Source: an optimization exercise on an open RTL-to-GDS flow (aim: small area, a short achievable clock period and few clock cycles). Production flows keep margins and buffers that such runs may drop.
At most, simulation tests tie the RTL to the original design; equivalence was not proved.
For run 3, only the layout was checked, not whether the RTL still works.
Power is estimated from default activity; no workload was simulated.

[flow/flow/run.sh]
#!/bin/bash
# The standard layout (standard.sh), with the port buffers made from
# buf_2 cells instead of the buffer cell buffer_ports picks by default.
export BUFFER_PORTS_ARGS="-buffer_cell sky130_fd_sc_hd__buf_2"
bash standard.sh > standard.log 2>&1
[flow/standard.sh]
#!/bin/bash
# synth_recipe.tcl (not shown) runs the flow's synth.tcl, then flattens the netlist and writes it again
# the make line also repeats each setting of config.mk as NAME=value (left out here)
make -C /OpenROAD-flow-scripts/flow DESIGN_CONFIG=/design/flow/config.mk WORK_HOME=/design/flow/orfs CLKGATE_MAP_FILE= SYNTH_SCRIPT=/design/flow/synth_recipe.tcl "${@:-finish}"
[flow/config.mk]
export PLATFORM = sky130hd
export DESIGN_NAME = Top_convolution
export DESIGN_NICKNAME = Top_convolution
export VERILOG_FILES = /design/flow/design.v
export SDC_FILE = /design/flow/constraint.sdc
export NUM_CORES = 4
export LEC_CHECK = 0
export CAP_MARGIN = 20
export CORE_MARGIN = 2
export CORE_UTILIZATION = 60
export CTS_BUF_LIST = sky130_fd_sc_hd__clkbuf_8
export CTS_CLUSTER_SIZE = 30
export SLEW_MARGIN = 20
[flow/constraint.sdc]
create_clock -name core_clock -period 11.0 [get_ports {clk}]
set_input_delay 2.2000 -clock core_clock [delete_from_list [all_inputs] [get_ports {clk}]]
set_output_delay 2.2000 -clock core_clock [all_outputs]
set_load 0.01 [all_outputs]
[flow/design.v]
module Filter(
	input [7:0] up,
	input [7:0] left,
	input [7:0] center,
	input [7:0] right,
	input [7:0] down,
	output [8:0] out
    );
	wire [10:0] lap = {1'b0, center, 2'b00} - ({3'b0, up} + {3'b0, left} + {3'b0, right} + {3'b0, down});
	assign out = lap[10:2];
endmodule
module convolution(
	input clk,
	input [8:0] a,
	input [8:0] b,
	input restart,
	output reg [22:0] s,
	output reg [22:0] c
    );
	wire [22:0] sa = restart ? 23'h206000 : s;
	wire [22:0] ca = restart ? 23'h0 : c;
	wire t0;
	wire t1;
	wire t2;
	wire t3;
	wire t4;
	wire t5;
	wire t6;
	wire t7;
	wire t8;
	wire t9;
	wire t10;
	wire t11;
	wire t12;
	wire t13;
	wire t14;
	wire t15;
	wire t16;
	wire t17;
	wire t18;
	wire t19;
	wire t20;
	wire t21;
	wire t22;
	wire t23;
	wire t24;
	wire t25;
	wire t26;
	wire t27;
	wire t28;
	wire t29;
	wire t30;
	wire t31;
	wire t32;
	wire t33;
	wire t34;
	wire t35;
	wire t36;
	wire t37;
	wire t38;
	wire t39;
	wire t40;
	wire t41;
	wire t42;
	wire t43;
	wire t44;
	wire t45;
	wire t46;
	wire t47;
	wire t48;
	wire t49;
	wire t50;
	wire t51;
	wire t52;
	wire t53;
	wire t54;
	wire t55;
	wire t56;
	wire t57;
	wire t58;
	wire t59;
	wire t60;
	wire t61;
	wire t62;
	wire t63;
	wire t64;
	wire t65;
	wire t66;
	wire t67;
	wire t68;
	wire t69;
	wire t70;
	wire t71;
	wire t72;
	wire t73;
	wire t74;
	wire t75;
	wire t76;
	wire t77;
	wire t78;
	wire t79;
	wire t80;
	wire t81;
	wire t82;
	wire t83;
	wire t84;
	wire t85;
	wire t86;
	wire t87;
	wire t88;
	wire t89;
	wire t90;
	wire t91;
	wire t92;
	wire t93;
	wire t94;
	wire t95;
	wire t96;
	wire t97;
	wire t98;
	wire t99;
	wire t100;
	wire t101;
	wire t102;
	wire t103;
	wire t104;
	wire t105;
	wire t106;
	wire t107;
	wire t108;
	wire t109;
	wire t110;
	wire t111;
	wire t112;
	wire t113;
	wire t114;
	wire t115;
	wire t116;
	wire t117;
	wire t118;
	wire t119;
	wire t120;
	wire t121;
	wire t122;
	wire t123;
	wire t124;
	wire t125;
	wire t126;
	wire t127;
	wire t128;
	wire t129;
	wire t130;
	wire t131;
	wire t132;
	wire t133;
	wire t134;
	wire t135;
	wire t136;
	wire t137;
	wire t138;
	wire t139;
	wire t140;
	wire t141;
	wire t142;
	wire t143;
	wire t144;
	wire t145;
	wire t146;
	wire t147;
	wire t148;
	wire t149;
	wire t150;
	wire t151;
	wire t152;
	wire t153;
	wire t154;
	wire t155;
	wire t156;
	wire t157;
	wire t158;
	wire t159;
	wire t160;
	wire t161;
	wire t162;
	wire t163;
	wire t164;
	wire t165;
	wire t166;
	wire t167;
	wire t168;
	wire t169;
	wire t170;
	wire t171;
	wire t172;
	wire t173;
	wire t174;
	wire t175;
	wire t176;
	wire t177;
	wire t178;
	wire t179;
	wire t180;
	wire t181;
	wire t182;
	wire t183;
	wire t184;
	wire t185;
	wire t186;
	wire t187;
	wire t188;
	wire t189;
	assign t0 = (a[0] & b[7]) ^ (a[1] & b[6]);
	assign t1 = (a[0] & b[7]) & (a[1] & b[6]);
	assign t2 = (a[1] & b[7]) ^ (a[2] & b[6]) ^ (a[3] & b[5]);
	assign t3 = ((a[1] & b[7]) & (a[2] & b[6])) | ((a[1] & b[7]) & (a[3] & b[5])) | ((a[2] & b[6]) & (a[3] & b[5]));
	assign t4 = (a[4] & b[4]) ^ (a[5] & b[3]);
	assign t5 = (a[4] & b[4]) & (a[5] & b[3]);
	assign t6 = (a[2] & b[7]) ^ (a[3] & b[6]) ^ (a[4] & b[5]);
	assign t7 = ((a[2] & b[7]) & (a[3] & b[6])) | ((a[2] & b[7]) & (a[4] & b[5])) | ((a[3] & b[6]) & (a[4] & b[5]));
	assign t8 = (a[5] & b[4]) ^ (a[6] & b[3]);
	assign t9 = (a[5] & b[4]) & (a[6] & b[3]);
	assign t10 = (a[3] & b[7]) ^ (a[4] & b[6]) ^ (a[5] & b[5]);
	assign t11 = ((a[3] & b[7]) & (a[4] & b[6])) | ((a[3] & b[7]) & (a[5] & b[5])) | ((a[4] & b[6]) & (a[5] & b[5]));
	assign t12 = (a[0] & b[4]) ^ (a[1] & b[3]);
	assign t13 = (a[0] & b[4]) & (a[1] & b[3]);
	assign t14 = (a[0] & b[5]) ^ (a[1] & b[4]) ^ (a[2] & b[3]);
	assign t15 = ((a[0] & b[5]) & (a[1] & b[4])) | ((a[0] & b[5]) & (a[2] & b[3])) | ((a[1] & b[4]) & (a[2] & b[3]));
	assign t16 = (a[3] & b[2]) ^ (a[4] & b[1]);
	assign t17 = (a[3] & b[2]) & (a[4] & b[1]);
	assign t18 = (a[0] & b[6]) ^ (a[1] & b[5]) ^ (a[2] & b[4]);
	assign t19 = ((a[0] & b[6]) & (a[1] & b[5])) | ((a[0] & b[6]) & (a[2] & b[4])) | ((a[1] & b[5]) & (a[2] & b[4]));
	assign t20 = (a[3] & b[3]) ^ (a[4] & b[2]) ^ (a[5] & b[1]);
	assign t21 = ((a[3] & b[3]) & (a[4] & b[2])) | ((a[3] & b[3]) & (a[5] & b[1])) | ((a[4] & b[2]) & (a[5] & b[1]));
	assign t22 = (a[6] & b[0]) ^ sa[6];
	assign t23 = (a[6] & b[0]) & sa[6];
	assign t24 = t0 ^ (a[2] & b[5]) ^ (a[3] & b[4]);
	assign t25 = (t0 & (a[2] & b[5])) | (t0 & (a[3] & b[4])) | ((a[2] & b[5]) & (a[3] & b[4]));
	assign t26 = (a[4] & b[3]) ^ (a[5] & b[2]) ^ (a[6] & b[1]);
	assign t27 = ((a[4] & b[3]) & (a[5] & b[2])) | ((a[4] & b[3]) & (a[6] & b[1])) | ((a[5] & b[2]) & (a[6] & b[1]));
	assign t28 = (a[7] & b[0]) ^ sa[7] ^ ca[7];
	assign t29 = ((a[7] & b[0]) & sa[7]) | ((a[7] & b[0]) & ca[7]) | (sa[7] & ca[7]);
	assign t30 = t1 ^ t2 ^ t4;
	assign t31 = (t1 & t2) | (t1 & t4) | (t2 & t4);
	assign t32 = (a[6] & b[2]) ^ (a[7] & b[1]) ^ ~(a[0] & b[8]);
	assign t33 = ((a[6] & b[2]) & (a[7] & b[1])) | ((a[6] & b[2]) & ~(a[0] & b[8])) | ((a[7] & b[1]) & ~(a[0] & b[8]));
	assign t34 = ~(a[8] & b[0]) ^ sa[8] ^ ca[8];
	assign t35 = (~(a[8] & b[0]) & sa[8]) | (~(a[8] & b[0]) & ca[8]) | (sa[8] & ca[8]);
	assign t36 = t3 ^ t5 ^ t6;
	assign t37 = (t3 & t5) | (t3 & t6) | (t5 & t6);
	assign t38 = t8 ^ (a[7] & b[2]) ^ ~(a[1] & b[8]);
	assign t39 = (t8 & (a[7] & b[2])) | (t8 & ~(a[1] & b[8])) | ((a[7] & b[2]) & ~(a[1] & b[8]));
	assign t40 = ~(a[8] & b[1]) ^ sa[9] ^ ca[9];
	assign t41 = (~(a[8] & b[1]) & sa[9]) | (~(a[8] & b[1]) & ca[9]) | (sa[9] & ca[9]);
	assign t42 = t7 ^ t9 ^ t10;
	assign t43 = (t7 & t9) | (t7 & t10) | (t9 & t10);
	assign t44 = (a[6] & b[4]) ^ (a[7] & b[3]) ^ ~(a[2] & b[8]);
	assign t45 = ((a[6] & b[4]) & (a[7] & b[3])) | ((a[6] & b[4]) & ~(a[2] & b[8])) | ((a[7] & b[3]) & ~(a[2] & b[8]));
	assign t46 = ~(a[8] & b[2]) ^ sa[10] ^ ca[10];
	assign t47 = (~(a[8] & b[2]) & sa[10]) | (~(a[8] & b[2]) & ca[10]) | (sa[10] & ca[10]);
	assign t48 = t11 ^ (a[4] & b[7]) ^ (a[5] & b[6]);
	assign t49 = (t11 & (a[4] & b[7])) | (t11 & (a[5] & b[6])) | ((a[4] & b[7]) & (a[5] & b[6]));
	assign t50 = (a[6] & b[5]) ^ (a[7] & b[4]) ^ ~(a[3] & b[8]);
	assign t51 = ((a[6] & b[5]) & (a[7] & b[4])) | ((a[6] & b[5]) & ~(a[3] & b[8])) | ((a[7] & b[4]) & ~(a[3] & b[8]));
	assign t52 = ~(a[8] & b[3]) ^ sa[11] ^ ca[11];
	assign t53 = (~(a[8] & b[3]) & sa[11]) | (~(a[8] & b[3]) & ca[11]) | (sa[11] & ca[11]);
	assign t54 = (a[5] & b[7]) ^ (a[6] & b[6]) ^ (a[7] & b[5]);
	assign t55 = ((a[5] & b[7]) & (a[6] & b[6])) | ((a[5] & b[7]) & (a[7] & b[5])) | ((a[6] & b[6]) & (a[7] & b[5]));
	assign t56 = ~(a[4] & b[8]) ^ ~(a[8] & b[4]) ^ sa[12];
	assign t57 = (~(a[4] & b[8]) & ~(a[8] & b[4])) | (~(a[4] & b[8]) & sa[12]) | (~(a[8] & b[4]) & sa[12]);
	assign t58 = (a[6] & b[7]) ^ (a[7] & b[6]) ^ ~(a[5] & b[8]);
	assign t59 = ((a[6] & b[7]) & (a[7] & b[6])) | ((a[6] & b[7]) & ~(a[5] & b[8])) | ((a[7] & b[6]) & ~(a[5] & b[8]));
	assign t60 = (a[0] & b[2]) ^ (a[1] & b[1]);
	assign t61 = (a[0] & b[2]) & (a[1] & b[1]);
	assign t62 = (a[0] & b[3]) ^ (a[1] & b[2]) ^ (a[2] & b[1]);
	assign t63 = ((a[0] & b[3]) & (a[1] & b[2])) | ((a[0] & b[3]) & (a[2] & b[1])) | ((a[1] & b[2]) & (a[2] & b[1]));
	assign t64 = (a[3] & b[0]) ^ sa[3];
	assign t65 = (a[3] & b[0]) & sa[3];
	assign t66 = t12 ^ (a[2] & b[2]) ^ (a[3] & b[1]);
	assign t67 = (t12 & (a[2] & b[2])) | (t12 & (a[3] & b[1])) | ((a[2] & b[2]) & (a[3] & b[1]));
	assign t68 = (a[4] & b[0]) ^ sa[4] ^ ca[4];
	assign t69 = ((a[4] & b[0]) & sa[4]) | ((a[4] & b[0]) & ca[4]) | (sa[4] & ca[4]);
	assign t70 = t13 ^ t14 ^ t16;
	assign t71 = (t13 & t14) | (t13 & t16) | (t14 & t16);
	assign t72 = (a[5] & b[0]) ^ sa[5] ^ ca[5];
	assign t73 = ((a[5] & b[0]) & sa[5]) | ((a[5] & b[0]) & ca[5]) | (sa[5] & ca[5]);
	assign t74 = t15 ^ t17 ^ t18;
	assign t75 = (t15 & t17) | (t15 & t18) | (t17 & t18);
	assign t76 = t20 ^ t22 ^ ca[6];
	assign t77 = (t20 & t22) | (t20 & ca[6]) | (t22 & ca[6]);
	assign t78 = t19 ^ t21 ^ t23;
	assign t79 = (t19 & t21) | (t19 & t23) | (t21 & t23);
	assign t80 = t24 ^ t26 ^ t28;
	assign t81 = (t24 & t26) | (t24 & t28) | (t26 & t28);
	assign t82 = t25 ^ t27 ^ t29;
	assign t83 = (t25 & t27) | (t25 & t29) | (t27 & t29);
	assign t84 = t30 ^ t32 ^ t34;
	assign t85 = (t30 & t32) | (t30 & t34) | (t32 & t34);
	assign t86 = t31 ^ t33 ^ t35;
	assign t87 = (t31 & t33) | (t31 & t35) | (t33 & t35);
	assign t88 = t36 ^ t38 ^ t40;
	assign t89 = (t36 & t38) | (t36 & t40) | (t38 & t40);
	assign t90 = t37 ^ t39 ^ t41;
	assign t91 = (t37 & t39) | (t37 & t41) | (t39 & t41);
	assign t92 = t42 ^ t44 ^ t46;
	assign t93 = (t42 & t44) | (t42 & t46) | (t44 & t46);
	assign t94 = t43 ^ t45 ^ t47;
	assign t95 = (t43 & t45) | (t43 & t47) | (t45 & t47);
	assign t96 = t48 ^ t50 ^ t52;
	assign t97 = (t48 & t50) | (t48 & t52) | (t50 & t52);
	assign t98 = t49 ^ t51 ^ t53;
	assign t99 = (t49 & t51) | (t49 & t53) | (t51 & t53);
	assign t100 = t54 ^ t56 ^ ca[12];
	assign t101 = (t54 & t56) | (t54 & ca[12]) | (t56 & ca[12]);
	assign t102 = t55 ^ t57 ^ t58;
	assign t103 = (t55 & t57) | (t55 & t58) | (t57 & t58);
	assign t104 = ~(a[8] & b[5]) ^ sa[13] ^ ca[13];
	assign t105 = (~(a[8] & b[5]) & sa[13]) | (~(a[8] & b[5]) & ca[13]) | (sa[13] & ca[13]);
	assign t106 = t59 ^ (a[7] & b[7]) ^ ~(a[6] & b[8]);
	assign t107 = (t59 & (a[7] & b[7])) | (t59 & ~(a[6] & b[8])) | ((a[7] & b[7]) & ~(a[6] & b[8]));
	assign t108 = ~(a[8] & b[6]) ^ sa[14] ^ ca[14];
	assign t109 = (~(a[8] & b[6]) & sa[14]) | (~(a[8] & b[6]) & ca[14]) | (sa[14] & ca[14]);
	assign t110 = ~(a[7] & b[8]) ^ ~(a[8] & b[7]) ^ sa[15];
	assign t111 = (~(a[7] & b[8]) & ~(a[8] & b[7])) | (~(a[7] & b[8]) & sa[15]) | (~(a[8] & b[7]) & sa[15]);
	assign t112 = (a[0] & b[1]) ^ (a[1] & b[0]);
	assign t113 = (a[0] & b[1]) & (a[1] & b[0]);
	assign t114 = t60 ^ (a[2] & b[0]) ^ sa[2];
	assign t115 = (t60 & (a[2] & b[0])) | (t60 & sa[2]) | ((a[2] & b[0]) & sa[2]);
	assign t116 = t61 ^ t62 ^ t64;
	assign t117 = (t61 & t62) | (t61 & t64) | (t62 & t64);
	assign t118 = t63 ^ t65 ^ t66;
	assign t119 = (t63 & t65) | (t63 & t66) | (t65 & t66);
	assign t120 = t67 ^ t69 ^ t70;
	assign t121 = (t67 & t69) | (t67 & t70) | (t69 & t70);
	assign t122 = t71 ^ t73 ^ t74;
	assign t123 = (t71 & t73) | (t71 & t74) | (t73 & t74);
	assign t124 = t75 ^ t77 ^ t78;
	assign t125 = (t75 & t77) | (t75 & t78) | (t77 & t78);
	assign t126 = t79 ^ t81 ^ t82;
	assign t127 = (t79 & t81) | (t79 & t82) | (t81 & t82);
	assign t128 = t83 ^ t85 ^ t86;
	assign t129 = (t83 & t85) | (t83 & t86) | (t85 & t86);
	assign t130 = t87 ^ t89 ^ t90;
	assign t131 = (t87 & t89) | (t87 & t90) | (t89 & t90);
	assign t132 = t91 ^ t93 ^ t94;
	assign t133 = (t91 & t93) | (t91 & t94) | (t93 & t94);
	assign t134 = t95 ^ t97 ^ t98;
	assign t135 = (t95 & t97) | (t95 & t98) | (t97 & t98);
	assign t136 = t99 ^ t101 ^ t102;
	assign t137 = (t99 & t101) | (t99 & t102) | (t101 & t102);
	assign t138 = t103 ^ t105 ^ t106;
	assign t139 = (t103 & t105) | (t103 & t106) | (t105 & t106);
	assign t140 = t107 ^ t109 ^ t110;
	assign t141 = (t107 & t109) | (t107 & t110) | (t109 & t110);
	assign t142 = t111 ^ (a[8] & b[8]) ^ sa[16];
	assign t143 = (t111 & (a[8] & b[8])) | (t111 & sa[16]) | ((a[8] & b[8]) & sa[16]);
	assign t144 = (a[0] & b[0]) ^ sa[0];
	assign t145 = (a[0] & b[0]) & sa[0];
	assign t146 = t112 ^ sa[1] ^ ca[1];
	assign t147 = (t112 & sa[1]) | (t112 & ca[1]) | (sa[1] & ca[1]);
	assign t148 = t113 ^ t114 ^ ca[2];
	assign t149 = (t113 & t114) | (t113 & ca[2]) | (t114 & ca[2]);
	assign t150 = t115 ^ t116 ^ ca[3];
	assign t151 = (t115 & t116) | (t115 & ca[3]) | (t116 & ca[3]);
	assign t152 = t117 ^ t118 ^ t68;
	assign t153 = (t117 & t118) | (t117 & t68) | (t118 & t68);
	assign t154 = t119 ^ t120 ^ t72;
	assign t155 = (t119 & t120) | (t119 & t72) | (t120 & t72);
	assign t156 = t121 ^ t122 ^ t76;
	assign t157 = (t121 & t122) | (t121 & t76) | (t122 & t76);
	assign t158 = t123 ^ t124 ^ t80;
	assign t159 = (t123 & t124) | (t123 & t80) | (t124 & t80);
	assign t160 = t125 ^ t126 ^ t84;
	assign t161 = (t125 & t126) | (t125 & t84) | (t126 & t84);
	assign t162 = t127 ^ t128 ^ t88;
	assign t163 = (t127 & t128) | (t127 & t88) | (t128 & t88);
	assign t164 = t129 ^ t130 ^ t92;
	assign t165 = (t129 & t130) | (t129 & t92) | (t130 & t92);
	assign t166 = t131 ^ t132 ^ t96;
	assign t167 = (t131 & t132) | (t131 & t96) | (t132 & t96);
	assign t168 = t133 ^ t134 ^ t100;
	assign t169 = (t133 & t134) | (t133 & t100) | (t134 & t100);
	assign t170 = t135 ^ t136 ^ t104;
	assign t171 = (t135 & t136) | (t135 & t104) | (t136 & t104);
	assign t172 = t137 ^ t138 ^ t108;
	assign t173 = (t137 & t138) | (t137 & t108) | (t138 & t108);
	assign t174 = t139 ^ t140 ^ ca[15];
	assign t175 = (t139 & t140) | (t139 & ca[15]) | (t140 & ca[15]);
	assign t176 = t141 ^ t142 ^ ca[16];
	assign t177 = (t141 & t142) | (t141 & ca[16]) | (t142 & ca[16]);
	assign t178 = t143 ^ sa[17] ^ ca[17];
	assign t179 = (t143 & sa[17]) | (t143 & ca[17]) | (sa[17] & ca[17]);
	assign t180 = sa[18] ^ ca[18];
	assign t181 = sa[18] & ca[18];
	assign t182 = sa[19] ^ ca[19];
	assign t183 = sa[19] & ca[19];
	assign t184 = sa[20] ^ ca[20];
	assign t185 = sa[20] & ca[20];
	assign t186 = sa[21] ^ ca[21];
	assign t187 = sa[21] & ca[21];
	assign t188 = sa[22] ^ ca[22];
	assign t189 = sa[22] & ca[22];
	always @(posedge clk) begin
		s <= {t187, t185, t183, t181, t179, t177, t175, t173, t171, t169, t167, t165, t163, t161, t159, t157, t155, t153, t151, t149, t147, t145, t144};
		c <= {t188, t186, t184, t182, t180, t178, t176, t174, t172, t170, t168, t166, t164, t162, t160, t158, t156, t154, t152, t150, t148, t146, ca[0]};
	end
endmodule
module maxpool(
	input signed [22:0] in,
	output [20:0] out
    );
	wire ovf = (in[22:20] != 3'b000) && (in[22:20] != 3'b111);
	assign out = ovf ? (in[22] ? 21'h100000 : 21'h0fffff) : in[20:0];
endmodule
`timescale 1ns / 1ps
module Top_convolution(
	input clk,
	input rst,
	input start,
	input en,
	input [12:0] addr,
	output [20:0] out,
	output [20:0] max_pl,
	output reg done,
	output reg pat_en,
	output [9:0] pat_addr,
	input [7:0] pat_dout,
	output reg img_en,
	output [17:0] img_addr,
	input [7:0] img_dout,
	output reg pc_en,
	output reg pc_we,
	output [9:0] pc_addr,
	output [10:0] pc_din,
	input [10:0] pc_dout,
	output reg ic_en,
	output reg ic_we,
	output [17:0] ic_addr,
	output [10:0] ic_din,
	input [10:0] ic_dout,
	output pl_en,
	output pl_we,
	output [12:0] pl_addr,
	output [20:0] pl_din,
	input [20:0] pl_dout
    );
	localparam [2:0] S_IDLE = 0, S_FILT = 1, S_DRAIN = 2, S_CORR = 3, S_FIN = 4, S_DONE = 5;
	reg [2:0] state;
	reg [5:0] pc_a;
	reg [11:0] ic_a;
	reg pl_en_r, pl_we_r, pl_res;
	reg [12:0] pl_a;
	reg [8:0] fr_d;                  
	reg signed [20:0] cur_max, abs_max;
	assign pc_addr = {4'b0, pc_a};
	assign ic_addr = {6'b0, ic_a};
	assign pc_din = {fr_d[8], fr_d[8], fr_d};
	assign ic_din = {fr_d[8], fr_d[8], fr_d};
	assign pl_en = done ? en : pl_en_r;
	assign pl_addr = done ? addr : pl_a;
	assign pl_we = pl_we_r;
	assign pl_din = {cur_max[20:9], pl_res ? cur_max[8:0] : fr_d};
	assign out = pl_dout;
	assign max_pl = abs_max;
	reg fph;               
	reg [5:0] fr;          
	reg [2:0] fk;          
	reg [10:0] ra;         
	reg [5:0] fbase;       
	assign pat_addr = ra[9:0];
	assign img_addr = {7'b0, ra};
	wire [5:0] f_hlast = fph ? 6'd43 : 6'd9;
	wire [5:0] f_blast = fph ? 6'd30 : 6'd5;
	wire [5:0] f_wm6 = fph ? 6'd34 : 6'd2;
	reg t1_v, t1_ph, t1_rok;
	reg [2:0] t1_k;
	reg [5:0] t1_base, t1_r;
	reg t2_wr, t2_ph;
	reg [5:0] t2_col, t2_row;
	reg [119:0] T;
	wire [7:0] pix = t1_ph ? img_dout : pat_dout;
	always @(posedge clk)
		T <= {T[111:0], pix};
	wire [8:0] fval;
	Filter lap (
		.up(T[119:112]),
		.left(T[71:64]),
		.center(T[63:56]),
		.right(T[55:48]),
		.down(T[7:0]),
		.out(fval)
	);
	reg [2:0] ci;          
	reg [2:0] cj;          
	reg [4:0] cx;          
	reg [5:0] cy;          
	reg gpass, flush;
	reg [1:0] pkind;       
	reg [5:0] cprev, yprev;
	wire [5:0] ccur = {1'b0, cx} + {3'b0, cj};
	wire [5:0] tailrow = yprev + 6'd8 + {3'b0, ci};
	wire ctail = ~ci[2];
	wire corr_issue = (state == S_CORR);
	reg [2:0] c1_i, c2_i;
	reg [4:1] c3_sel;                   
	reg [4:0] c1_l, c2_l, c3_l, c3_r;   
	reg [1:0] c1_k, c2_k, c3_k;
	reg pend;              
	reg [5:0] blk;
	wire pl_wr_now = pend && !(corr_issue && ctail);
	reg [1:0] dcnt;
	always @(posedge clk) begin
		if (rst) begin
			state <= S_IDLE;
			done <= 0;
			pat_en <= 0; img_en <= 0;
			fph <= 0; fr <= 0; fk <= 0; ra <= 0; fbase <= 0;
			ci <= 0; cj <= 0; cx <= 0; cy <= 0; gpass <= 0; flush <= 0; pkind <= 0;
			dcnt <= 0;
		end else begin
			case (state)
			S_IDLE: if (start) begin
				state <= S_FILT;
				pat_en <= 1;
				fph <= 0; fr <= 0; fk <= 0; ra <= 0; fbase <= 0;
			end
			S_FILT: begin
				if (fk != 3'd6) begin
					fk <= fk + 3'd1;
					ra <= ra + 11'd1;
				end else begin
					fk <= 0;
					if (fr != f_hlast) begin
						fr <= fr + 6'd1;
						ra <= ra + {5'b0, f_wm6};
					end else begin
						fr <= 0;
						if (fbase != f_blast) begin
							fbase <= fbase + 6'd5;
							ra <= {5'b0, fbase + 6'd5};
						end else begin
							fbase <= 0;
							ra <= 0;
							if (!fph) begin
								fph <= 1;
								pat_en <= 0; img_en <= 1;
							end else begin
								img_en <= 0;
								state <= S_DRAIN;
								dcnt <= 0;
							end
						end
					end
				end
			end
			S_DRAIN: begin
				dcnt <= dcnt + 2'd1;
				if (dcnt == 2'd2) begin
					state <= S_CORR;
					ci <= 0; cj <= 0; cx <= 0; cy <= 0;
					gpass <= 1; flush <= 0; pkind <= 0;
				end
			end
			S_CORR: begin
				if (flush && ci == 3'd4)
					state <= S_FIN;
				ci <= ci + 3'd1;
				if (ci == 3'd7) begin
					cprev <= ccur;
					yprev <= cy;
					if (cj != 3'd5)
						cj <= cj + 3'd1;
					else begin
						cj <= 0;
						if (gpass) begin
							gpass <= 0;
							pkind <= 2'd1;
						end else begin
							pkind <= 2'd2;
							if (cx != 5'd29)
								cx <= cx + 5'd1;
							else begin
								cx <= 0;
								if (cy != 6'd30)
									cy <= cy + 6'd5;
								else
									flush <= 1;
							end
						end
					end
				end
			end
			S_FIN: begin
				if (blk == 6'd42 && !pend && !pl_we_r)
					state <= S_DONE;
			end
			S_DONE: done <= 1;
			default: state <= S_IDLE;
			endcase
		end
	end
	wire [5:0] t1_col = t1_base + {3'b0, t1_k} - 6'd1;
	always @(posedge clk) begin
		t1_ph <= fph; t1_base <= fbase; t1_r <= fr; t1_k <= fk;
		t1_rok <= (fr >= 6'd2);
		t2_ph <= t1_ph; t2_col <= t1_col; t2_row <= t1_r - 6'd2;
		c1_i <= ci; c2_i <= c1_i;
		c3_sel <= {c2_i < 3'd4, c2_i < 3'd3, c2_i < 3'd2, c2_i < 3'd1};
		c1_k <= pkind; c2_k <= c1_k; c3_k <= c2_k;
		if (rst) begin
			t1_v <= 0; t2_wr <= 0;
			c1_l <= 0; c2_l <= 0; c3_l <= 0; c3_r <= 0;
			pc_en <= 0; pc_we <= 0; ic_en <= 0; ic_we <= 0;
			pl_en_r <= 0; pl_we_r <= 0; pl_res <= 0;
		end else begin
			t1_v <= (state == S_FILT);
			t2_wr <= t1_v && t1_rok && (t1_k != 3'd0) && (t1_k != 3'd6) && (t1_ph || t1_col < 6'd6);
			c1_l <= (corr_issue && cj == 3'd0 && ci <= 3'd4) ? (5'd1 << ci) : 5'd0;
			c2_l <= c1_l; c3_l <= c2_l; c3_r <= c2_l;
			fr_d <= fval;
			pl_res <= corr_issue || state == S_FIN;
			if (t2_wr) begin
				pc_en <= !t2_ph; pc_we <= !t2_ph;
				ic_en <= t2_ph; ic_we <= t2_ph;
				pc_a <= {t2_col[2:0], t2_row[2:0]};
				ic_a <= {t2_col, t2_row};
			end else begin
				pc_en <= corr_issue; pc_we <= 0;
				ic_en <= corr_issue; ic_we <= 0;
				if (gpass) begin
					pc_a <= {2'b0, (cj != 3'd0 || ci != 3'd0), 3'b0};
					ic_a <= {5'b0, (cj != 3'd0 || ci != 3'd0), 6'b0};
				end else begin
					pc_a <= {cj, ci};
					ic_a <= {ccur, cy + {3'b0, ci}};
				end
			end
			if (t2_wr) begin
				pl_en_r <= t2_ph; pl_we_r <= t2_ph;
				pl_a <= {1'b1, t2_col, t2_row};
			end else if (corr_issue && ctail) begin
				pl_en_r <= 1; pl_we_r <= 0;
				pl_a <= {1'b1, cprev, tailrow};
			end else begin
				pl_en_r <= pl_wr_now; pl_we_r <= pl_wr_now;
				pl_a <= {7'b0, blk};
			end
		end
	end
	reg [8:0] icr, plr, pcr;
	reg [8:0] pch1, pch2, pch3, pch4;
	always @(posedge clk) begin
		icr <= ic_dout[8:0];
		plr <= pl_dout[8:0];
		pcr <= pc_dout[8:0];
		pch1 <= pcr; pch2 <= pch1; pch3 <= pch2; pch4 <= pch3;
	end
	wire [22:0] s0, s1, s2, s3, s4, k0, k1, k2, k3, k4;
	convolution lane0 (.clk(clk), .a(icr), .b(pcr), .restart(c3_l[0]), .s(s0), .c(k0));
	convolution lane1 (.clk(clk), .a(c3_sel[1] ? plr : icr), .b(pch1), .restart(c3_l[1]), .s(s1), .c(k1));
	convolution lane2 (.clk(clk), .a(c3_sel[2] ? plr : icr), .b(pch2), .restart(c3_l[2]), .s(s2), .c(k2));
	convolution lane3 (.clk(clk), .a(c3_sel[3] ? plr : icr), .b(pch3), .restart(c3_l[3]), .s(s3), .c(k3));
	convolution lane4 (.clk(clk), .a(c3_sel[4] ? plr : icr), .b(pch4), .restart(c3_l[4]), .s(s4), .c(k4));
	wire [22:0] ssel = ({23{c3_r[0]}} & s0) | ({23{c3_r[1]}} & s1) | ({23{c3_r[2]}} & s2) |
	                   ({23{c3_r[3]}} & s3) | ({23{c3_r[4]}} & s4);
	wire [22:0] csel = ({23{c3_r[0]}} & k0) | ({23{c3_r[1]}} & k1) | ({23{c3_r[2]}} & k2) |
	                   ({23{c3_r[3]}} & k3) | ({23{c3_r[4]}} & k4);
	reg [22:0] res;
	reg r_l0;
	reg [1:0] r_k;
	wire [20:0] satv;
	maxpool sat (.in(res), .out(satv));
	wire signed [20:0] sv = satv;
	reg [4:0] pcnt;
	wire r_blk = (r_k == 2'd2);
	wire r_abs = r_blk || (r_k == 2'd1 && r_l0);
	wire signed [20:0] newmax = (pcnt == 5'd0 || sv > cur_max) ? sv : cur_max;
	always @(posedge clk) begin
		res <= ssel + csel;
		if (rst) begin
			r_l0 <= 0; r_k <= 0;
			pcnt <= 0; abs_max <= 0; pend <= 0; blk <= 0;
		end else begin
			r_l0 <= c3_r[0]; r_k <= (c3_r == 5'd0) ? 2'd0 : c3_k;
			if (r_blk) begin
				cur_max <= newmax;
				pcnt <= (pcnt == 5'd24) ? 5'd0 : pcnt + 5'd1;
			end
			if (r_blk && pcnt == 5'd24)
				pend <= 1;
			else if (pl_wr_now && !t2_wr)
				pend <= 0;
			if (pl_wr_now && !t2_wr)
				blk <= blk + 6'd1;
			if (r_abs && sv > abs_max)
				abs_max <= sv;
		end
	end
endmodule
==> results of run 1 <==
## state kept, by name, summed over array words and instances, names as in the netlist, 22 cells and up
signal and flops:
T 120, lane0.c 22, lane0.s 23, lane1.c 22
lane1.s 23, lane2.c 22, lane2.s 23, lane3.c 22
lane3.s 23, lane4.c 22, lane4.s 23, res 23
## synthesized netlist by cell type, drive strengths merged, types with 3 or more instances
master / count / area share (%)
or3: 7 / 0.12
nand3b: 6 / 0.12
nand3: 18 / 0.25
and2: 176 / 2.9
a31oi: 8 / 0.13
inv: 449 / 4.5
a21o: 34 / 0.68
fa: 421 / 22
clkbuf: 96 / 0.96
xnor2: 48 / 1.1
a211o: 4 / 0.094
ha: 186 / 6.2
nor3: 19 / 0.27
buf: 92 / 1.7
nand2: 267 / 2.7
o21a: 6 / 0.12
a22o: 13 / 0.30
nor3b: 6 / 0.13
o31ai: 3 / 0.073
xor2: 34 / 0.79
a21oi: 87 / 1.2
o21ai: 63 / 0.88
mux2i: 41 / 1.1
nand2b: 72 / 1.2
a211oi: 5 / 0.10
a2111oi: 5 / 0.12
o22ai: 3 / 0.050
or2: 18 / 0.30
a22oi: 51 / 1.0
a222oi: 46 / 1.2
a31o: 4 / 0.094
nand4: 20 / 0.33
mux2: 56 / 1.7
nor2: 162 / 1.6
and3: 17 / 0.28
edfxtp: 73 / 5.9
o21bai: 9 / 0.18
o41ai: 4 / 0.14
nor2b: 268 / 4.5
dfxtp: 593 / 32
## final cells by class
cell class              count  area (µm²)
clock buffers             136        1870
repair buffers            208        1080
flip-flops and latches    666       14100
diodes                      2        5.00
clock inverters            65         508
multi-input cells        2233       20800
fillers                  4857       20700
well taps                 837        1050
inverters                 449        1690
## power breakdown
part           switching, µW  internal, µW
logic                   1740          1430
clock network           1010          1290
registers                366          3070
## cell families after synthesis
family / after synthesis
flops: 666
mux: 97
compound gates: 360
fa+ha+maj: 607
other cells: 1
simple gates: 1070
buf+inv: 637
xor+xnor: 82
## how the worst max path moves through the flow
stage	endpoint	slack, ns	cells past startpoint
6_report	pl_addr[10]	6.10	3
5_1_grt	pl_addr[10]	6.08	3
4_1_cts	pl_addr[10]	6.10	3
3_5_place_dp	pl_addr[10]	6.10	3
3_3_place_gp	pl_addr[10]	6.11	3
2_1_floorplan	cur_max[0]	5.10	5
## through the flow
step	instance area (µm²)	utilization, %	total power (µW)	cells	hold WS (ns)
finish	41000	66.5	8900	4596	0.311
global route	41000	66.5	9700	4595	0.319
CTS	41000	66.5	9010	4594	0.306
detailed placement	38700	62.6	6660	4393	0.312
global placement	38700	62.6	6480	4393	0.311
floorplan	37500	-	5660	3536	0.310
## routing by layer
metal / GRT usage (%) / up-vias
li1: - / 11480
met1: 38.9 / 12434
met2: 45.4 / 713
met3: 5.41 / 165
met4: 8.69 / 0
met5: 0 / -
==> run summary, run 1 <==
status complete, no violations; clk sink count about 670; Final setup viols 0; Seq/Total Area, Yosys between 30 and 40%; P per Cell Area 217 mW/mm²; post-synthesis simple-gate area fraction 15.1%; Synth Flop Type dfxtp_1; met1 WL 38400 µm; Initial Utilization 60.7%; cell family with most CP delay multiplexers; drt wl/cell around 19 µm; CP bufs+invs 2; Hold Path End T[91]; Top Layer Used met4; GRT Resource Usage Total 28.2%; largest family of logic cells by synthesized area adder cells; synthesized area per cell 10.6 µm²; final worst slack about 6 ns; gpl congestion about 0.9; max cap viols 0; drt pass-1 iters 7; RSZ-0062 raised after global routing no; metal2 WL slightly above 40000 µm; Worst EP required slightly below 9 ns; Die Height 254 µm; worst reg2reg setup slack 6.56 ns; CP most frequent cell buf_2; Seq cells post-synth about 670; Core Area 0.0617 mm²; Setup Fix Bufs, Post-CTS 0; Initial DRC Count about 1600; Clock transition at path regs 0.06 ns; CTS root buffer clkbuf_8; total die area 0.0644 mm²; Final Critical Period 4.90 ns; static leakage ~0.019 µW; Largest stage delay, worst path 0.26 ns; critical path data arrival time ~2.7 ns; DRC viols 0; most common cell after layout, fill and taps aside dfxtp_1; Slew Limit Headroom 23.0%; Setup crit end kind primary output; worst-case clock buffer depth 3; Port Buffer Count 193; r2r endpoint lane2.c[11]; post_cts resized 0; Hold Path Origin T[83]; Synth Area in Compound Gates 6.77%; worst-skew pair later-pin latency 0.71 ns; number of flops mapped to enable cells by yosys 73; num ports between 200 and 250; post-synthesis mux area share 2.79%; Rows just over 90; Vias/cell roughly 5.4; post-route antenna net violation count 0; DP Wirelength roughly 66000 µm; worst reg2reg path depth 9; slowest CP cell mux2_2; period utilization between 40% and 50%; layout cells sized above 1 between 10% and 20%; Post-Synth Adder-Cell Area roughly 29%; via count 24792; maximum VDD drop 0.132 mV; Fin Clk Skew 0.0295 ns; antenna violations before repair 1; Crit Reg-Reg Startpoint c3_sel[2]; Ys Warns 2; Critical Path Start addr[10]; worst path cell trace buf_2, mux2_2, buf_2; Worst Path Max Fanout 1; htree depth 3; final sum of negative setup slack 0 ns; f_max 204 MHz; Slew Viols, Final 0; post-synthesis xor/xnor area fraction under 10%; vias in the first global route approximately 26000; Setup WS pre-CTS around 6 ns; final WL approximately 88000 µm; Worst Hold Class register to register; crit path kind primary input to primary output; NumNets Final approximately 4400; global-route wire length before repair between 100000 and 150000 µm; startpoint types primary input; largest net degree at the start of global routing 81; Tightest Pin Transition 1.12 ns; Synth Cell Area approximately 0.037 mm²; synth-to-layout area growth 9.58%; die width 254 µm; hold path depth 0; commonest non-fill, non-tap cells in the layout 588 x dfxtp_1, 481 x inv_1, 421 x fa_1; hold_buf cts 0; CTS tree done; ys async rst share 0%; met3 wire length between 5000 and 6000 µm; final hold vios 0; CTS buffer count 109; cells after synthesis between 3000 and 4000; post-synth cell types 75; total grt overflow 0
Testbench counts, summed over its fixed seeds: cycles 298,584.
==> run 2: changes to the inputs <==
==> flow/flow/run.sh (replaced) <==
#!/bin/bash
# The standard layout (standard.sh), with the port buffers made from
# buf_2 cells, and clock tree synthesis without dummy loads.
export BUFFER_PORTS_ARGS="-buffer_cell sky130_fd_sc_hd__buf_2"
export CTS_ARGS="-sink_clustering_enable -repair_clock_nets -dont_use_dummy_load -sink_clustering_size 30 -buf_list sky130_fd_sc_hd__clkbuf_8"
bash standard.sh > standard.log 2>&1
==> run 2 against run 1 <==
  * Sequential share of layout area grew 0.75 points
  * Largest cell class unchanged
  * Clock skew grew 0.049 ns
  * Non-clock buffer count is the same
  * Die area is the same
  * Synthesized cell count is the same
  * Highest routed layer unchanged
  * Flip-flop and latch count is the same
  * Via count shrank 0.93%
  * Cell count shrank 2.0%
  * Hold slack lost 0.023 ns
==> run summary, run 2 <==
most common cell in the netlist dfxtp_1; max FFs per register 120 (unchanged); synth top area cells dfxtp_1 32%, fa_1 22%, ha_1 6.2%; Synth Flop Type dfxtp_1; Core Area 0.0617 mm² (unchanged); Slew Limit Headroom 24.7% (+1.7 points); post-synth cell types 75 (unchanged); total die area 0.0644 mm² (unchanged); Ys Warns 2 (unchanged); Initial DRC Count 1725 (+8.0%); hold_ws 0.288 ns (-0.0226 ns); drt pass-1 iters 9 (+2); Synth area leader dfxtp_1; Setup WS pre-CTS 6.10 ns (unchanged); Post-synth top cells 593 x dfxtp_1, 449 x inv_1, 421 x fa_1, 268 x nor2b_1, 266 x nand2_1; post-route antenna net violation count 0 (unchanged); P per Cell Area 207 mW/mm² (-4.5%); worst-case clock buffer depth 3 (unchanged); Initial Utilization 60.7% (unchanged); num ports 239 (unchanged); Worst Path Max Fanout 1 (unchanged); Final Critical Period 4.90 ns (+0.00195 ns); hold_buf cts 0 (unchanged); total grt overflow 0 (unchanged); worst-skew pair later-pin latency 0.71 ns (about the same); number of flops mapped to enable cells by yosys 73 (unchanged); final WL 87100 µm (-0.78%); layout cells sized above 1 11.3% (-1.3 points); max cap viols 0 (unchanged); startpoint types primary input; drt wl/cell 19.3 µm (+1.2%); Worst Hold Class register to register; final worst slack 6.10 ns (-0.00195 ns); final hold vios 0 (unchanged); register name with the most flops T; CTS buffer count 109 (unchanged); antenna violations before repair 2 (+1); Slew Viols, Final 0 (unchanged); critical path data arrival time 2.70 ns (about the same); Final setup viols 0 (unchanged); CTS tree done; Fin Clk Skew 0.0783 ns (+0.0487 ns); GRT Resource Usage Total 28.1% (-0.16 points); Tightest Pin Transition 1.11 ns (-0.0173 ns); Port Buffer Count 193 (unchanged); NumNets Final 4350 (unchanged); area share of the largest cell type after synthesis 31.7% (unchanged); static leakage 0.0187 µW (-3.0%); Clock transition at path regs 0.05 ns (about the same); global-route wire length before repair 140000 µm (-0.54%); vias in the first global route 25943 (-0.54%); f_max 204 MHz (about the same); via count 24561 (-0.93%); Rows 91 (unchanged); area of the multi-input gates 0.0208 mm² (unchanged); cells after synthesis 3520 (unchanged); largest net degree at the start of global routing 81 (unchanged); synth-to-layout area growth 7.23%; Worst EP required 8.80 ns (about the same); Fill cells 4936 (+1.6%); htree depth 3 (unchanged); synthesized area per cell 10.6 µm² (unchanged); clk sink count 666 (unchanged); most common cell after layout, fill and taps aside dfxtp_1; gpl congestion 0.909 (unchanged); Die Height 254 µm (unchanged); commonest non-fill, non-tap cells in the layout 588 x dfxtp_1, 448 x inv_1, 421 x fa_1; Sequential Area 0.0141 mm² (unchanged); Seq cells post-synth 666 (unchanged); die width 254 µm (unchanged); Setup crit end kind primary output; maximum VDD drop 0.139 mV (+5.0%); total power 8320 µW (-6.5%); ys async rst share 0% (unchanged); CTS root buffer clkbuf_8; DP Wirelength 66100 µm (unchanged); status complete, no violations; Synth Cell Area 0.0375 mm² (unchanged); DRC viols 0 (unchanged); Vias/cell 5.45 (+1.1%); Setup Fix Bufs, Post-CTS 0 (unchanged); Seq/Total Area, Yosys 37.5% (unchanged); period utilization 44.5% (about the same); crit path kind primary input to primary output; post_cts resized 0 (unchanged); RSZ-0062 raised after global routing no; final sum of negative setup slack 0 ns (unchanged)
==> run 2: cell counts after synthesis <==
No cell type changed its count.
==> run 2: cells by family (layout without fill, tap and decap cells) <==
family	Yosys count	count (layout)	synth area share, %
AO/OA/AOI/OAI	360	360	6.77
XOR/XNOR	82	82	1.92
adder cells (fa/ha/maj)	607	607	28.7
flip-flops	666	666	37.5
AND/OR/NAND/NOR	1070	1070	15.1
buffers and inverters	637	766	7.19
multiplexers	97	97	2.79
other	1	19	0.0100
==> run 2: final timing paths <==
check | start | endpoint | slack [ns] | cells after the start
min | T[83] | T[91] | 0.29 | 0
min reg2reg | T[83] | T[91] | 0.29 | 0
max reg2reg | c3_sel[2] | lane2.c[11] | 6.64 | 9
max | addr[10] | pl_addr[10] | 6.10 | 3
==> run 2: critical path, cell delays in order <==
cell and delay, ns:
buf_2 0.09, mux2_2 0.26, buf_2 0.14
==> run 2: report_power, final <==
| group | total [µW] | internal [µW] | switching (µW) |
|---|---|---|---|
| clock | 1720 | 865 | 858 |
| sequential | 3430 | 3070 | 364 |
| combinational | 3160 | 1430 | 1740 |
| total | 8320 | 5360 | 2960 |
==> run 2: cell type report <==
cell class / instances / share of cell area (%)
Antenna cell: 2 / 0.0125
Inverter: 449 / 4.20
Tap cell: 837 / 2.61
Sequential cell: 666 / 35.0
Timing Repair Buffer: 208 / 2.69
Multi-Input combinational cell: 2233 / 51.7
Clock buffer: 109 / 3.73
==> run 2: per-layer routing <==
metal	global-route usage [%]	wire length, µm
met4	8.29	2430
met3	5.38	5390
met2	45.2	40900
met5	0	0
met1	38.8	38400
==> run 2: stage by stage <==
step / utilization, % / instances / cell area [µm²]
3_3_place_gp: 62.6 / 4393 / 38700
5_1_grt: 65.1 / 4503 / 40200
6_report: 65.1 / 4504 / 40200
4_1_cts: 65.1 / 4502 / 40200
2_1_floorplan: - / 3536 / 37500
3_5_place_dp: 62.6 / 4393 / 38700
==> run 3: changes to the inputs <==
--- a/flow/design.v
+++ b/flow/design.v
@@ -421,10 +421,10 @@
 	output [20:0] out,
 	output [20:0] max_pl,
 	output reg done,
-	output reg pat_en,
+	output pat_en,
 	output [9:0] pat_addr,
 	input [7:0] pat_dout,
-	output reg img_en,
+	output img_en,
 	output [17:0] img_addr,
 	input [7:0] img_dout,
 	output reg pc_en,
@@ -443,52 +443,62 @@
 	output [20:0] pl_din,
 	input [20:0] pl_dout
     );
-	localparam [2:0] S_IDLE = 0, S_FILT = 1, S_DRAIN = 2, S_CORR = 3, S_FIN = 4, S_DONE = 5;
+	localparam [2:0] S_IDLE = 0, S_PRE = 1, S_WAIT = 2, S_CORR = 3, S_FIN = 4, S_DONE = 5;
 	reg [2:0] state;
 	reg [5:0] pc_a;
-	reg [11:0] ic_a;
+	reg [8:0] ic_a;
 	reg pl_en_r, pl_we_r, pl_res;
 	reg [12:0] pl_a;
-	reg [8:0] fr_d;                  
+	reg [17:0] fdat;                 
 	reg signed [20:0] cur_max, abs_max;
 	assign pc_addr = {4'b0, pc_a};
-	assign ic_addr = {6'b0, ic_a};
-	assign pc_din = {fr_d[8], fr_d[8], fr_d};
-	assign ic_din = {fr_d[8], fr_d[8], fr_d};
+	assign ic_addr = {9'b0, ic_a};
+	assign pc_din = {fdat[17], fdat[17], fdat[17:9]};
+	assign ic_din = {fdat[17], fdat[17], fdat[17:9]};
 	assign pl_en = done ? en : pl_en_r;
 	assign pl_addr = done ? addr : pl_a;
 	assign pl_we = pl_we_r;
-	assign pl_din = {cur_max[20:9], pl_res ? cur_max[8:0] : fr_d};
+	assign pl_din = {cur_max[20:18], pl_res ? cur_max[17:0] : fdat};
 	assign out = pl_dout;
 	assign max_pl = abs_max;
+	reg fact;              
 	reg fph;               
-	reg [5:0] fr;          
+	reg [2:0] fm;          
+	reg [5:0] fc;          
 	reg [2:0] fk;          
 	reg [10:0] ra;         
-	reg [5:0] fbase;       
 	assign pat_addr = ra[9:0];
 	assign img_addr = {7'b0, ra};
-	wire [5:0] f_hlast = fph ? 6'd43 : 6'd9;
-	wire [5:0] f_blast = fph ? 6'd30 : 6'd5;
-	wire [5:0] f_wm6 = fph ? 6'd34 : 6'd2;
-	reg t1_v, t1_ph, t1_rok;
-	reg [2:0] t1_k;
-	reg [5:0] t1_base, t1_r;
-	reg t2_wr, t2_ph;
+	assign pat_en = fact & ~fph;
+	assign img_en = fact & fph;
+	wire f_lastc = fph ? (fc == 6'd36) : (fc == 6'd7);
+	wire f_lastm = fph ? (fm == 3'd6) : (fm == 3'd1);
+	wire f_plw = fph && (fc >= 6'd2) && (fk != 3'd0) && (fk != 3'd7) && (fm != 3'd0 || fk != 3'd1);
+	wire ci_free;          
+	reg pend;              
+	wire f_over = fph && (fm >= 3'd2);           
+	wire f_go = fact && (!f_over || (state == S_CORR && (!f_plw || (ci_free && !pend))));
+	reg t1_v, t1_ph, t1_out, t1_xr;
+	reg [2:0] t1_k, t1_m;
+	reg [5:0] t1_col;
+	reg t2_out, t2_ph, t2_pw, t2_pwx, t2_icw;
 	reg [5:0] t2_col, t2_row;
-	reg [119:0] T;
+	reg [2:0] t2_m;
+	reg [135:0] T;
 	wire [7:0] pix = t1_ph ? img_dout : pat_dout;
 	always @(posedge clk)
-		T <= {T[111:0], pix};
+		if (t1_v)
+			T <= {T[127:0], pix};
 	wire [8:0] fval;
 	Filter lap (
-		.up(T[119:112]),
-		.left(T[71:64]),
-		.center(T[63:56]),
-		.right(T[55:48]),
-		.down(T[7:0]),
+		.up(T[79:72]),
+		.left(T[135:128]),
+		.center(T[71:64]),
+		.right(T[7:0]),
+		.down(T[63:56]),
 		.out(fval)
 	);
+	reg [8:0] fprev;       
 	reg [2:0] ci;          
 	reg [2:0] cj;          
 	reg [4:0] cx;          
@@ -497,64 +507,63 @@
 	reg [1:0] pkind;       
 	reg [5:0] cprev, yprev;
 	wire [5:0] ccur = {1'b0, cx} + {3'b0, cj};
-	wire [5:0] tailrow = yprev + 6'd8 + {3'b0, ci};
-	wire ctail = ~ci[2];
 	wire corr_issue = (state == S_CORR);
+	wire c_rd = corr_issue && (gpass || ci[0] == 1'b0 || ci == 3'd1 || ci == 3'd7);
+	wire [5:0] c_row = (ci == 3'd7) ? cy + 6'd8 : (ci == 3'd1) ? yprev + 6'd10 : cy + {3'b0, ci};
+	wire [5:0] c_col = (ci == 3'd1) ? cprev : ccur;
+	assign ci_free = !gpass && (ci == 3'd1 || ci == 3'd3);
 	reg [2:0] c1_i, c2_i;
+	reg c1_g, c2_g, c3_g, c3_odd;
 	reg [4:1] c3_sel;                   
 	reg [4:0] c1_l, c2_l, c3_l, c3_r;   
 	reg [1:0] c1_k, c2_k, c3_k;
-	reg pend;              
 	reg [5:0] blk;
-	wire pl_wr_now = pend && !(corr_issue && ctail);
-	reg [1:0] dcnt;
+	wire pl_wr_now = pend && !t2_pw && !c_rd;
+	reg [2:0] dcnt;
 	always @(posedge clk) begin
 		if (rst) begin
 			state <= S_IDLE;
 			done <= 0;
-			pat_en <= 0; img_en <= 0;
-			fph <= 0; fr <= 0; fk <= 0; ra <= 0; fbase <= 0;
+			fact <= 0;
+			fph <= 0; fm <= 0; fc <= 0; fk <= 0; ra <= 0;
 			ci <= 0; cj <= 0; cx <= 0; cy <= 0; gpass <= 0; flush <= 0; pkind <= 0;
 			dcnt <= 0;
 		end else begin
-			case (state)
-			S_IDLE: if (start) begin
-				state <= S_FILT;
-				pat_en <= 1;
-				fph <= 0; fr <= 0; fk <= 0; ra <= 0; fbase <= 0;
-			end
-			S_FILT: begin
-				if (fk != 3'd6) begin
-					fk <= fk + 3'd1;
-					ra <= ra + 11'd1;
+			if (state == S_IDLE && start) begin
+				fact <= 1;
+				fph <= 0; fm <= 0; fc <= 0; fk <= 0; ra <= 0;
+			end else if (f_go) begin
+				fk <= fk + 3'd1;
+				if (fk != 3'd7)
+					ra <= ra + (fph ? 11'd40 : 11'd8);
+				else if (!f_lastc) begin
+					fc <= fc + 6'd1;
+					ra <= ra - (fph ? 11'd279 : 11'd55);
 				end else begin
-					fk <= 0;
-					if (fr != f_hlast) begin
-						fr <= fr + 6'd1;
-						ra <= ra + {5'b0, f_wm6};
+					fc <= 0;
+					if (!f_lastm) begin
+						fm <= fm + 3'd1;
+						ra <= ra - (fph ? 11'd76 : 11'd15);
 					end else begin
-						fr <= 0;
-						if (fbase != f_blast) begin
-							fbase <= fbase + 6'd5;
-							ra <= {5'b0, fbase + 6'd5};
-						end else begin
-							fbase <= 0;
-							ra <= 0;
-							if (!fph) begin
-								fph <= 1;
-								pat_en <= 0; img_en <= 1;
-							end else begin
-								img_en <= 0;
-								state <= S_DRAIN;
-								dcnt <= 0;
-							end
+						fm <= 0;
+						ra <= 0;
+						if (!fph)
+							fph <= 1;
+						else begin
+							fact <= 0;
 						end
 					end
 				end
 			end
-			S_DRAIN: begin
-				dcnt <= dcnt + 2'd1;
-				if (dcnt == 2'd2) begin
+			case (state)
+			S_IDLE: if (start) state <= S_PRE;
+			S_PRE: if (f_go && fph && fm == 3'd1 && fk == 3'd7 && f_lastc) begin
+				state <= S_WAIT;
+				dcnt <= 0;
+			end
+			S_WAIT: begin
+				dcnt <= dcnt + 3'd1;
+				if (dcnt == 3'd3) begin
 					state <= S_CORR;
 					ci <= 0; cj <= 0; cx <= 0; cy <= 0;
 					gpass <= 1; flush <= 0; pkind <= 0;
@@ -598,68 +607,85 @@
 			endcase
 		end
 	end
-	wire [5:0] t1_col = t1_base + {3'b0, t1_k} - 6'd1;
+	wire [5:0] t1_row = {t1_m, 1'b0} + {t1_m, 2'b0} + {3'b0, t1_k} - 6'd1;    
 	always @(posedge clk) begin
-		t1_ph <= fph; t1_base <= fbase; t1_r <= fr; t1_k <= fk;
-		t1_rok <= (fr >= 6'd2);
-		t2_ph <= t1_ph; t2_col <= t1_col; t2_row <= t1_r - 6'd2;
+		t1_ph <= fph; t1_k <= fk; t1_m <= fm; t1_col <= fc - 6'd2;
+		t1_out <= (fc >= 6'd2) && (fk != 3'd0) && (fk != 3'd7);
+		t1_xr <= f_plw && fk == 3'd1;
+		t2_ph <= t1_ph; t2_col <= t1_col; t2_row <= t1_row; t2_m <= t1_m;
 		c1_i <= ci; c2_i <= c1_i;
+		c1_g <= gpass; c2_g <= c1_g; c3_g <= c2_g;
+		c3_odd <= c2_i[0];
 		c3_sel <= {c2_i < 3'd4, c2_i < 3'd3, c2_i < 3'd2, c2_i < 3'd1};
 		c1_k <= pkind; c2_k <= c1_k; c3_k <= c2_k;
 		if (rst) begin
-			t1_v <= 0; t2_wr <= 0;
+			t1_v <= 0; t2_out <= 0; t2_pw <= 0; t2_pwx <= 0; t2_icw <= 0;
 			c1_l <= 0; c2_l <= 0; c3_l <= 0; c3_r <= 0;
 			pc_en <= 0; pc_we <= 0; ic_en <= 0; ic_we <= 0;
 			pl_en_r <= 0; pl_we_r <= 0; pl_res <= 0;
 		end else begin
-			t1_v <= (state == S_FILT);
-			t2_wr <= t1_v && t1_rok && (t1_k != 3'd0) && (t1_k != 3'd6) && (t1_ph || t1_col < 6'd6);
+			t1_v <= f_go;
+			t2_out <= t1_v && t1_out && (t1_ph || t1_row < 6'd8);
+			t2_pw <= t1_v && t1_out && t1_ph && !(t1_m == 3'd0 && t1_k == 3'd1);
+			t2_pwx <= t1_xr;
+			t2_icw <= t1_v && t1_out && t1_ph && t1_k == 3'd6;
 			c1_l <= (corr_issue && cj == 3'd0 && ci <= 3'd4) ? (5'd1 << ci) : 5'd0;
 			c2_l <= c1_l; c3_l <= c2_l; c3_r <= c2_l;
-			fr_d <= fval;
-			pl_res <= corr_issue || state == S_FIN;
-			if (t2_wr) begin
-				pc_en <= !t2_ph; pc_we <= !t2_ph;
-				ic_en <= t2_ph; ic_we <= t2_ph;
+			if (t2_out)
+				fprev <= fval;
+			fdat <= {fval, t2_pwx ? ic_dout[8:0] : fprev};
+			pl_res <= !t2_pw;
+			if (t2_out && !t2_ph) begin
+				pc_en <= 1; pc_we <= 1;
 				pc_a <= {t2_col[2:0], t2_row[2:0]};
-				ic_a <= {t2_col, t2_row};
 			end else begin
 				pc_en <= corr_issue; pc_we <= 0;
-				ic_en <= corr_issue; ic_we <= 0;
-				if (gpass) begin
-					pc_a <= {2'b0, (cj != 3'd0 || ci != 3'd0), 3'b0};
-					ic_a <= {5'b0, (cj != 3'd0 || ci != 3'd0), 6'b0};
-				end else begin
-					pc_a <= {cj, ci};
-					ic_a <= {ccur, cy + {3'b0, ci}};
-				end
+				pc_a <= gpass ? {2'b0, (cj != 3'd0 || ci != 3'd0), 3'b0} : {cj, ci};
 			end
-			if (t2_wr) begin
-				pl_en_r <= t2_ph; pl_we_r <= t2_ph;
-				pl_a <= {1'b1, t2_col, t2_row};
-			end else if (corr_issue && ctail) begin
+			if (t2_icw) begin
+				ic_en <= 1; ic_we <= 1;
+				ic_a <= {t2_col, t2_m};
+			end else if (f_go && f_plw && fk == 3'd1) begin
+				ic_en <= 1; ic_we <= 0;
+				ic_a <= {fc - 6'd2, fm - 3'd1};
+			end else begin
+				ic_en <= 0; ic_we <= 0;
+			end
+			if (t2_pw) begin
+				pl_en_r <= 1; pl_we_r <= 1;
+				pl_a <= {1'b1, t2_col, t2_row - 6'd1};
+			end else if (c_rd) begin
 				pl_en_r <= 1; pl_we_r <= 0;
-				pl_a <= {1'b1, cprev, tailrow};
+				if (gpass)
+					pl_a <= {6'b100000, (cj != 3'd0 || ci != 3'd0), 6'b0};
+				else
+					pl_a <= {1'b1, c_col, c_row};
 			end else begin
 				pl_en_r <= pl_wr_now; pl_we_r <= pl_wr_now;
 				pl_a <= {7'b0, blk};
 			end
 		end
 	end
-	reg [8:0] icr, plr, pcr;
+	reg [17:0] pq;                   
+	reg [8:0] hb, ta, tb2;
+	reg [8:0] pcr;
 	reg [8:0] pch1, pch2, pch3, pch4;
 	always @(posedge clk) begin
-		icr <= ic_dout[8:0];
-		plr <= pl_dout[8:0];
+		pq <= pl_dout[17:0];
+		hb <= pq[17:9];
+		ta <= pq[8:0];
+		tb2 <= hb;
 		pcr <= pc_dout[8:0];
 		pch1 <= pcr; pch2 <= pch1; pch3 <= pch2; pch4 <= pch3;
 	end
+	wire [8:0] curv = (c3_odd && !c3_g) ? hb : pq[8:0];
+	wire [8:0] tailv = c3_odd ? tb2 : ta;
 	wire [22:0] s0, s1, s2, s3, s4, k0, k1, k2, k3, k4;
-	convolution lane0 (.clk(clk), .a(icr), .b(pcr), .restart(c3_l[0]), .s(s0), .c(k0));
-	convolution lane1 (.clk(clk), .a(c3_sel[1] ? plr : icr), .b(pch1), .restart(c3_l[1]), .s(s1), .c(k1));
-	convolution lane2 (.clk(clk), .a(c3_sel[2] ? plr : icr), .b(pch2), .restart(c3_l[2]), .s(s2), .c(k2));
-	convolution lane3 (.clk(clk), .a(c3_sel[3] ? plr : icr), .b(pch3), .restart(c3_l[3]), .s(s3), .c(k3));
-	convolution lane4 (.clk(clk), .a(c3_sel[4] ? plr : icr), .b(pch4), .restart(c3_l[4]), .s(s4), .c(k4));
+	convolution lane0 (.clk(clk), .a(curv), .b(pcr), .restart(c3_l[0]), .s(s0), .c(k0));
+	convolution lane1 (.clk(clk), .a(c3_sel[1] ? tailv : curv), .b(pch1), .restart(c3_l[1]), .s(s1), .c(k1));
+	convolution lane2 (.clk(clk), .a(c3_sel[2] ? tailv : curv), .b(pch2), .restart(c3_l[2]), .s(s2), .c(k2));
+	convolution lane3 (.clk(clk), .a(c3_sel[3] ? tailv : curv), .b(pch3), .restart(c3_l[3]), .s(s3), .c(k3));
+	convolution lane4 (.clk(clk), .a(c3_sel[4] ? tailv : curv), .b(pch4), .restart(c3_l[4]), .s(s4), .c(k4));
 	wire [22:0] ssel = ({23{c3_r[0]}} & s0) | ({23{c3_r[1]}} & s1) | ({23{c3_r[2]}} & s2) |
 	                   ({23{c3_r[3]}} & s3) | ({23{c3_r[4]}} & s4);
 	wire [22:0] csel = ({23{c3_r[0]}} & k0) | ({23{c3_r[1]}} & k1) | ({23{c3_r[2]}} & k2) |
@@ -687,12 +713,14 @@
 			end
 			if (r_blk && pcnt == 5'd24)
 				pend <= 1;
-			else if (pl_wr_now && !t2_wr)
+			else if (pl_wr_now)
 				pend <= 0;
-			if (pl_wr_now && !t2_wr)
+			if (pl_wr_now)
 				blk <= blk + 6'd1;
 			if (r_abs && sv > abs_max)
 				abs_max <= sv;
 		end
 	end
+	always @(posedge clk)
+		if (!rst && t2_pw && c_rd) $display("ERROR: PL port conflict at %0t", $time);
 endmodule
==> flow/flow/run.sh (replaced) <==
#!/bin/bash
# The standard layout (standard.sh), with the port buffers made from
# buf_2 cells instead of the buffer cell buffer_ports picks by default.
export BUFFER_PORTS_ARGS="-buffer_cell sky130_fd_sc_hd__buf_2"
bash standard.sh > standard.log 2>&1
==> run 3 against run 2 <==
  * Cell count is 9.3% higher
  * Sequential share of layout area rose by 2.0 points
  * Largest cell class unchanged
  * Die area grew 10%
  * Hold slack better by 0.028 ns
  * Still clean on timing, DRC and antenna
  * Maximum frequency fell by 16%
  * Wire length grew 15%
==> run summary, run 3 <==
status complete, no violations; hold_ws 0.316 ns (+0.0281 ns); Final Critical Period 5.84 ns (+0.940 ns); post-synth cell types 81 (+8.0%); DRC viols 0 (unchanged); global-route wire length before repair 157000 µm (+13%); Vias/cell 5.51 (+0.98%); post-route antenna net violation count 0 (unchanged); period utilization 53.1% (+8.5 points); CTS buffer count 120 (+10%); crit path kind register to register; synth-to-layout area growth 9.63%; Initial Utilization 60.5% (-0.16 points); met1 WL 43200 µm (+13%); NumNets Final 4641 (+6.7%); Post-synth top cells 505 x dfxtp_1, 475 x inv_1, 423 x fa_1, 293 x nand2_1, 256 x and2_1; Sequential Area 0.0168 mm² (+20%); most common cell after layout, fill and taps aside inv_1; CTS tree done; Die Height 267 µm (+5.1%); met3 wire length 6910 µm (+28%); Worst Path Max Fanout 13 (+12); number of flops mapped to enable cells by yosys 224 (+210%); Slew Limit Headroom 23.5% (-1.3 points); Synth area leader dfxtp_1; Port Buffer Count 208 (+7.8%); GRT Resource Usage Total 28.8% (+0.74 points); commonest non-fill, non-tap cells in the layout 514 x inv_1, 499 x dfxtp_1, 423 x fa_1; Seq cells post-synth 729 (+9.5%); htree depth 3 (unchanged); total die area 0.0712 mm² (+10%); Top Layer Used met4; final sum of negative setup slack 0 ns (unchanged); metal2 WL 47700 µm (+17%); largest net degree at the start of global routing 72 (-11%); Clock transition at path regs 0.06 ns (about the same); antenna violations before repair 2 (unchanged); Synth Cell Area 0.0414 mm² (+11%); die width 267 µm (+5.1%); hold_buf cts 0 (unchanged); Worst Hold Class register to register; total power 9440 µW (+13%); cells after synthesis 3785 (+7.5%); area of the multi-input gates 0.0218 mm² (+4.8%); Fin Clk Skew 0.0375 ns (-0.0407 ns); clk sink count 729 (+9.5%); DP Wirelength 74700 µm (+13%); vias in the first global route 28454 (+9.7%); synthesized area per cell 11.0 µm² (+2.9%); Seq/Total Area, Yosys 40.6% (+3.1 points); Util after Layout 66.4% (+1.3 points); layout cells sized above 1 13.0% (+1.7 points); drt wl/cell 20.4 µm (+5.6%); static leakage 0.0201 µW (+7.2%); final hold vios 0 (unchanged); register name with the most flops T; drt pass-1 iters 9 (unchanged); CTS root buffer clkbuf_8; Fill cells 5392 (+9.2%); Core Area 0.0685 mm² (+11%); Worst EP required 11.60 ns (+2.80 ns); maximum VDD drop 0.167 mV (+20%); post_cts resized 0 (unchanged); Setup crit end kind register; most common cell in the netlist dfxtp_1; P per Cell Area 208 mW/mm² (+0.29%); Initial DRC Count 1973 (+14%); gpl congestion 0.929 (+2.2%); startpoint types register; worst-skew pair later-pin latency 0.76 ns (+0.05 ns); area share of the largest cell type after synthesis 24.4% (-7.3 points); final WL 101000 µm (+15%); Slew Viols, Final 0 (unchanged); final instance area 0.0454 mm² (+13%); max FFs per register 136 (+13%); Area after DPL 0.0427 mm² (+10%); synth top area cells dfxtp_1 24%, fa_1 20%, edfxtp_1 16%; Ys Warns 2 (unchanged); worst-case clock buffer depth 3 (unchanged); via count 27110 (+10%); Rows 96 (+5.5%); Synth Flop Type dfxtp_1; critical path data arrival time 6.44 ns (+3.74 ns); Final setup viols 0 (unchanged); Setup Fix Bufs, Post-CTS 0 (unchanged); max cap viols 0 (unchanged); ys async rst share 0% (unchanged); Tightest Pin Transition 1.12 ns (+0.0107 ns); RSZ-0062 raised after global routing no; num ports 239 (unchanged); f_max 171 MHz (-16%); total grt overflow 0 (unchanged)
[run 3: power breakdown]
group | internal [µW] | switching (µW)
Combinational | 1370 | 1720
Sequential | 3360 | 339
Clock | 1500 | 1160
Total | 6230 | 3210
[run 3: stage by stage]
stage / setup slack [ns] / cells
6_report: 5.16 / 4923
5_1_grt: 4.91 / 4922
4_1_cts: 5.22 / 4921
3_5_place_dp: 5.27 / 4696
3_3_place_gp: 5.29 / 4696
2_1_floorplan: 4.74 / 3804
[run 3: path summary, 6_finish.rpt]
kind | end | from | cells past startpoint | slack, ns
max | lane4.c[9] | c3_odd | 11 | 5.16
min | hb[1] | pq[10] | 0 | 0.32
max reg2reg | lane4.c[9] | c3_odd | 11 | 5.16
min reg2reg | hb[1] | pq[10] | 0 | 0.32
[run 3: metal layers]
metal	track usage [%]	vias up
met5	0	-
met1	38.7	13619
met4	8.79	0
met3	6.78	195
li1	-	12556
met2	46.6	740
[run 3: layout make-up]
type                    count  share of cell area [%]
multi-input cells        2383                    47.9
diodes                      2                  0.0110
well taps                 882                    2.43
inverters                 475                    3.92
clock buffers             145                    4.39
flip-flops and latches    729                    37.1
clock inverters            80                    1.65
repair buffers            227                    2.60
[run 3: logic make-up (layout without fill, tap and decap cells)]
group / Yosys count / after routing / share of synthesized area, %
AO/OA/AOI/OAI: 441 / 441 / 7.41
other: 1 / 22 / 0.00905
XOR/XNOR: 76 / 76 / 1.61
AND/OR/NAND/NOR: 1117 / 1117 / 14.0
flip-flops: 729 / 729 / 40.6
adder cells (fa/ha/maj): 629 / 629 / 26.6
multiplexers: 100 / 100 / 2.60
buffers and inverters: 692 / 927 / 7.07
[run 3: worst max-delay path, cell delays in order (launching register included)]
cell and delay (ns):
dfxtp_1 0.69, nor2b_1 0.77, mux2_2 0.64, nor2_1 0.07, a21oi_1 0.79, nand2_1 0.18
fa_1 0.60, fa_1 0.45, fa_1 0.46, fa_1 0.52, inv_1 0.05, fa_1 0.44

## separate check: timing with driven ports
No port has a modelled driver above. Below, the same layouts with a new extraction and two added sets of constraints.
Step 1 (the two cells are an assumption about what drives the block):
set clk [get_ports {clk}]
set_driving_cell -lib_cell sky130_fd_sc_hd__clkbuf_16 $clk
set_driving_cell -lib_cell sky130_fd_sc_hd__buf_2 [delete_from_list [all_inputs] $clk]
Step 2 adds t to the input delays and takes it off the output delays; t is the mean of the earliest and latest rising clock arrival at the registers after step 1. Input paths then give back, and output paths get back, about the clock's delay inside the block.
a / b / c = ideal / step 1 / step 2; a / b = the first two.
| run | t, ns | setup WS [ns] | latest minus earliest clock arrival (ns) |
|---|---|---|---|
| run 1 | 0.766 | 6.104 / 6.084 / 6.084 | 0.039 / 0.039 |
| run 2 | 0.727 | 6.102 / 6.082 / 6.082 | 0.088 / 0.088 |
| run 3 | 0.801 | 5.162 / 5.162 / 5.162 | 0.041 / 0.041 |
After both steps every run listed still meets setup and hold.
